This design comes from an exercise in tuning for small area on the open sky130 flow, not from production work.
The RTL was checked by simulation tests, not by an equivalence proof against the original design.
Power figures rest on the tool's default switching activity, not on a simulated workload.

## rev 12
// CPU
module CPU (
    input clk,
    input rst,
    input botao_ligar_agora,
    input botao_enviar_agora,
    input [17:0] instrucao_completa,
    output reg flag_clear_memoria,
    output reg flag_escrever,
    output [7:0] lcd_data,
    output lcd_rs,
    output lcd_rw,
    output lcd_e,
    output lcd_on,
    output lcd_blon
);
Size in the first run: about 37 I/O pins.
==> module lcd, before the edit <==
module lcd(
    input wire clk,
    input wire reset,
    input wire sinal_start,
    input wire [2:0] entrada_op,
    input wire [3:0] entrada_end,
    input wire captura,           
    input wire bit_valor,         
    input wire le_sinal,          
    input wire bit_sinal,
    output wire quer_captura,     
    output wire [3:0] end_atual,
    output reg [7:0] saida_dados,
    output reg lcd_rs,
    output wire lcd_rw,
    output wire lcd_e
);
    localparam [1:0]
        EST_ESPERA = 2'd0,        
        EST_OCIOSO = 2'd1,
        EST_SLOT   = 2'd2;
    reg [1:0] est;
    reg [9:0] c;
    reg [5:0] index;
    reg [2:0] op_salva;
    reg [3:0] end_salvo;
    reg sinal;
    reg [15:0] val;               
    reg [3:0] digito;             
    wire init = index[5:3] == 3'b111;
    wire boot = index[2];         
    wire extrai_janela = (est == EST_SLOT) && (index[5:2] == 4'd7);   
    wire ge;
    wire [15:0] dif;
    binarioParaBCD conversor (.valor(val), .sel(index[1:0]), .maior_igual(ge), .diferenca(dif));
    wire extrai = extrai_janela && ge;
    assign quer_captura = (est == EST_SLOT) && (index == 6'd0);
    wire longo = index == 6'd58;
    wire fim_init = (index == 6'd59) && (c[7:0] == 8'd28);
    wire fim_slot = !init ? (c[5:0] == 6'd29) :
                    longo ? (c[7:0] == 8'd209) : (c[7:0] == 8'd29);
    wire fim_msg = index == 6'd33;
    wire fim_espera = boot ? (c == 10'd1002) : (c == 10'd41);
    always @(posedge clk) begin
        if (captura)
            val <= {bit_valor, val[15:1]};
        else if (extrai)
            val <= dif;
        if (le_sinal)
            sinal <= bit_sinal;
    end
    always @(posedge clk) begin
        if (reset) begin
            est <= EST_ESPERA;
            c <= 10'd0;
            index <= 6'd60;
        end else begin
            c[5:0] <= c[5:0] + 6'd1;
            c[9:6] <= c[9:6] + {3'd0, (&c[5:0]) | extrai};
            case (est)
                EST_ESPERA: begin
                    if (fim_espera) begin
                        c <= 10'd0;
                        est <= EST_SLOT;
                        if (!boot) begin
                            index <= 6'd0;
                            op_salva <= entrada_op;
                            end_salvo <= entrada_end;
                        end else
                            index <= 6'd56;
                    end
                end
                EST_OCIOSO: begin
                    if (sinal_start) begin
                        c <= 10'd0;
                        est <= EST_ESPERA;
                    end
                end
                default: begin  
                    if (fim_init)
                        est <= EST_OCIOSO;
                    else if (fim_slot) begin
                        if (fim_msg)
                            est <= EST_OCIOSO;
                        else begin
                            c <= 10'd0;
                            index <= index + 6'd1;
                        end
                    end
                end
            endcase
        end
    end
    always @(posedge clk)
        if (est == EST_SLOT && fim_slot)
            digito <= c[9:6];
    function [7:0] nome_op;
        input [2:0] op;
        input [1:0] i;
        reg [31:0] s;
        begin
            case (op)
                3'b000: s = "LOAD";
                3'b001: s = "ADD ";
                3'b010: s = "ADDI";
                3'b011: s = "SUB ";
                3'b100: s = "SUBI";
                3'b101: s = "MULT";
                3'b110: s = "CLR ";
                default: s = "DPL ";
            endcase
            case (i)
                2'd0: nome_op = s[31:24];
                2'd1: nome_op = s[23:16];
                2'd2: nome_op = s[15:8];
                default: nome_op = s[7:0];
            endcase
        end
    endfunction
    always @(*) begin
        lcd_rs = 1'b1;
        saida_dados = " ";
        begin
            case (index)
                6'd56: begin lcd_rs = 1'b0; saida_dados = 8'h38; end
                6'd57: begin lcd_rs = 1'b0; saida_dados = 8'h0C; end
                6'd58: begin lcd_rs = 1'b0; saida_dados = 8'h01; end
                6'd59: begin lcd_rs = 1'b0; saida_dados = 8'h06; end
                6'd60: begin lcd_rs = 1'b0; saida_dados = 8'h00; end
                6'd0: begin lcd_rs = 1'b0; saida_dados = 8'h80; end
                6'd17: begin lcd_rs = 1'b0; saida_dados = 8'hC0; end
                6'd1, 6'd2, 6'd3, 6'd4: saida_dados = nome_op(op_salva, index[1:0] - 2'd1);
                6'd11: saida_dados = "[";
                6'd12: saida_dados = end_salvo[3] ? "1" : "0";
                6'd13: saida_dados = end_salvo[2] ? "1" : "0";
                6'd14: saida_dados = end_salvo[1] ? "1" : "0";
                6'd15: saida_dados = end_salvo[0] ? "1" : "0";
                6'd16: saida_dados = "]";
                6'd28: saida_dados = sinal ? "-" : "+";
                6'd29, 6'd30, 6'd31, 6'd32: saida_dados = {4'h3, digito};
                6'd33: saida_dados = {4'h3, val[3:0]};
                default: saida_dados = " ";
            endcase
        end
    end
    assign end_atual = end_salvo;
    assign lcd_rw = 1'b0;
    assign lcd_e = (est == EST_SLOT) && (c[5:3] == 3'd0) && (c[2:0] != 3'd7) &&
                   (!init || c[7:6] == 2'd0);
endmodule
clock: 18.0 ns
lec_check: 0
cap_margin: 20
core_margin: 2
core_utilization: 40
cts_cluster_diameter: 80
cts_cluster_size: 25
place_density: 0.6
slew_margin: 20
standard.sh (not shown) runs the stock make flow with config.mk's settings and CLKGATE_MAP_FILE= SYNTH_SCRIPT=/design/flow/synth_recipe.tcl, a recipe that flattens the netlist after the stock synthesis.
==> flow/flow/run.sh <==
#!/bin/bash
# The standard layout (standard.sh), with two changes: the ports are
# buffered with the smallest buffer (buf_1) instead of the default choice,
# and clock tree synthesis inserts no dummy loads. Everything else,
# synthesis included, is the standard flow. Its output goes to
# standard.log in the work folder.
export BUFFER_PORTS_ARGS="-buffer_cell sky130_fd_sc_hd__buf_1"
export CTS_ARGS="-sink_clustering_enable -repair_clock_nets -dont_use_dummy_load -sink_clustering_size 25 -sink_clustering_max_diameter 80"
bash standard.sh > standard.log 2>&1
--- input diff rev 12..rev 13 ---
--- a/flow/design.v
+++ b/flow/design.v
@@ -131,24 +131,26 @@
     reg [2:0] op_salva;
     reg [3:0] end_salvo;
     reg sinal;
     reg [15:0] val;               
     reg [3:0] digito;             
-    wire init = index[5:3] == 3'b111;
+    wire init = index[5] & index[4];
     wire boot = index[2];         
     wire extrai_janela = (est == EST_SLOT) && (index[5:2] == 4'd7);   
     wire ge;
     wire [15:0] dif;
     binarioParaBCD conversor (.valor(val), .sel(index[1:0]), .maior_igual(ge), .diferenca(dif));
     wire extrai = extrai_janela && ge;
     assign quer_captura = (est == EST_SLOT) && (index == 6'd0);
-    wire longo = index == 6'd58;
-    wire fim_init = (index == 6'd59) && (c[7:0] == 8'd28);
-    wire fim_slot = !init ? (c[5:0] == 6'd29) :
-                    longo ? (c[7:0] == 8'd209) : (c[7:0] == 8'd29);
-    wire fim_msg = index == 6'd33;
-    wire fim_espera = boot ? (c == 10'd1002) : (c == 10'd41);
+    wire longo = init & index[1] & ~index[0];                  
+    wire fim_init = init & index[1] & index[0] &               
+                    c[4] & c[3] & c[2];
+    wire fim_slot = longo ? (c[7] & c[6] & c[4] & c[0])        
+                          : (c[4] & c[3] & c[2] & c[0]);       
+    wire fim_msg = index[5] & ~index[4] & index[0];            
+    wire fim_espera = boot ? (c[9] & c[8] & c[7] & c[6] & c[5] & c[3] & c[1])   
+                           : (c[5] & c[3] & c[0]);             
     always @(posedge clk) begin
         if (captura)
             val <= {bit_valor, val[15:1]};
         else if (extrai)
             val <= dif;
### Flow results
Final cell area: rev 13 below rev 12. The global-route track usage on met3 reported for rev 13 is smaller than that of rev 12 by 0.34 points. Power is higher on rev 12. Delta(placed instance count, rev 13 - rev 12) < 0. Diff rev 13..rev 12 | setup violation total in the final timing report | unchanged. Changes observed in rev 13 relative to rev 12: internal cell power held; die footprint went down 0.74%; final design utilization went down 0.17 points; wire length of the first global-routing pass went down about 2.6%. Clock share of power was lower in rev 13 than in rev 12. The wire length after detailed routing in rev 13 sits about 3.2% below the value recorded for rev 12. Taking rev 12 as the reference, in rev 13 peak supply drop decreased 29 µV, layout overhead on the synthesized area saw little to no change, netlist area before placement -about 0.8%.

port drivers added, routing unchanged:
No port has a modelled driver above. Below, the same layouts with a new extraction and two added sets of constraints. Step 1: set_driving_cell puts a clkbuf_16 on clk and a buf_2 on each other input, an assumption about the parent block. Step 2 times the ports against the registers' clock, not the clock port: input delays grow and output delays shrink by t, the midpoint of the rising clock arrivals with the driver on. Slacks: ideal ports / drivers / drivers and shift; pairs: ideal ports / drivers.
| run | shift t [ns] | setup WS [ns] | worst setup path after step 2 | worst slew at a driven data input, ns |
|---|---|---|---|---|
| rev 12 | 0.539 | 10.308 / 10.283 / 10.283 | input to output | 0.06 |
| rev 13 | 0.528 | 10.312 / 10.291 / 10.291 | input to output | 0.05 |
After both steps every run listed still meets setup and hold. For rev 12, which loses most, drivers alone change the setup slack by -0.025 ns; drivers and shift together by -0.025 ns.
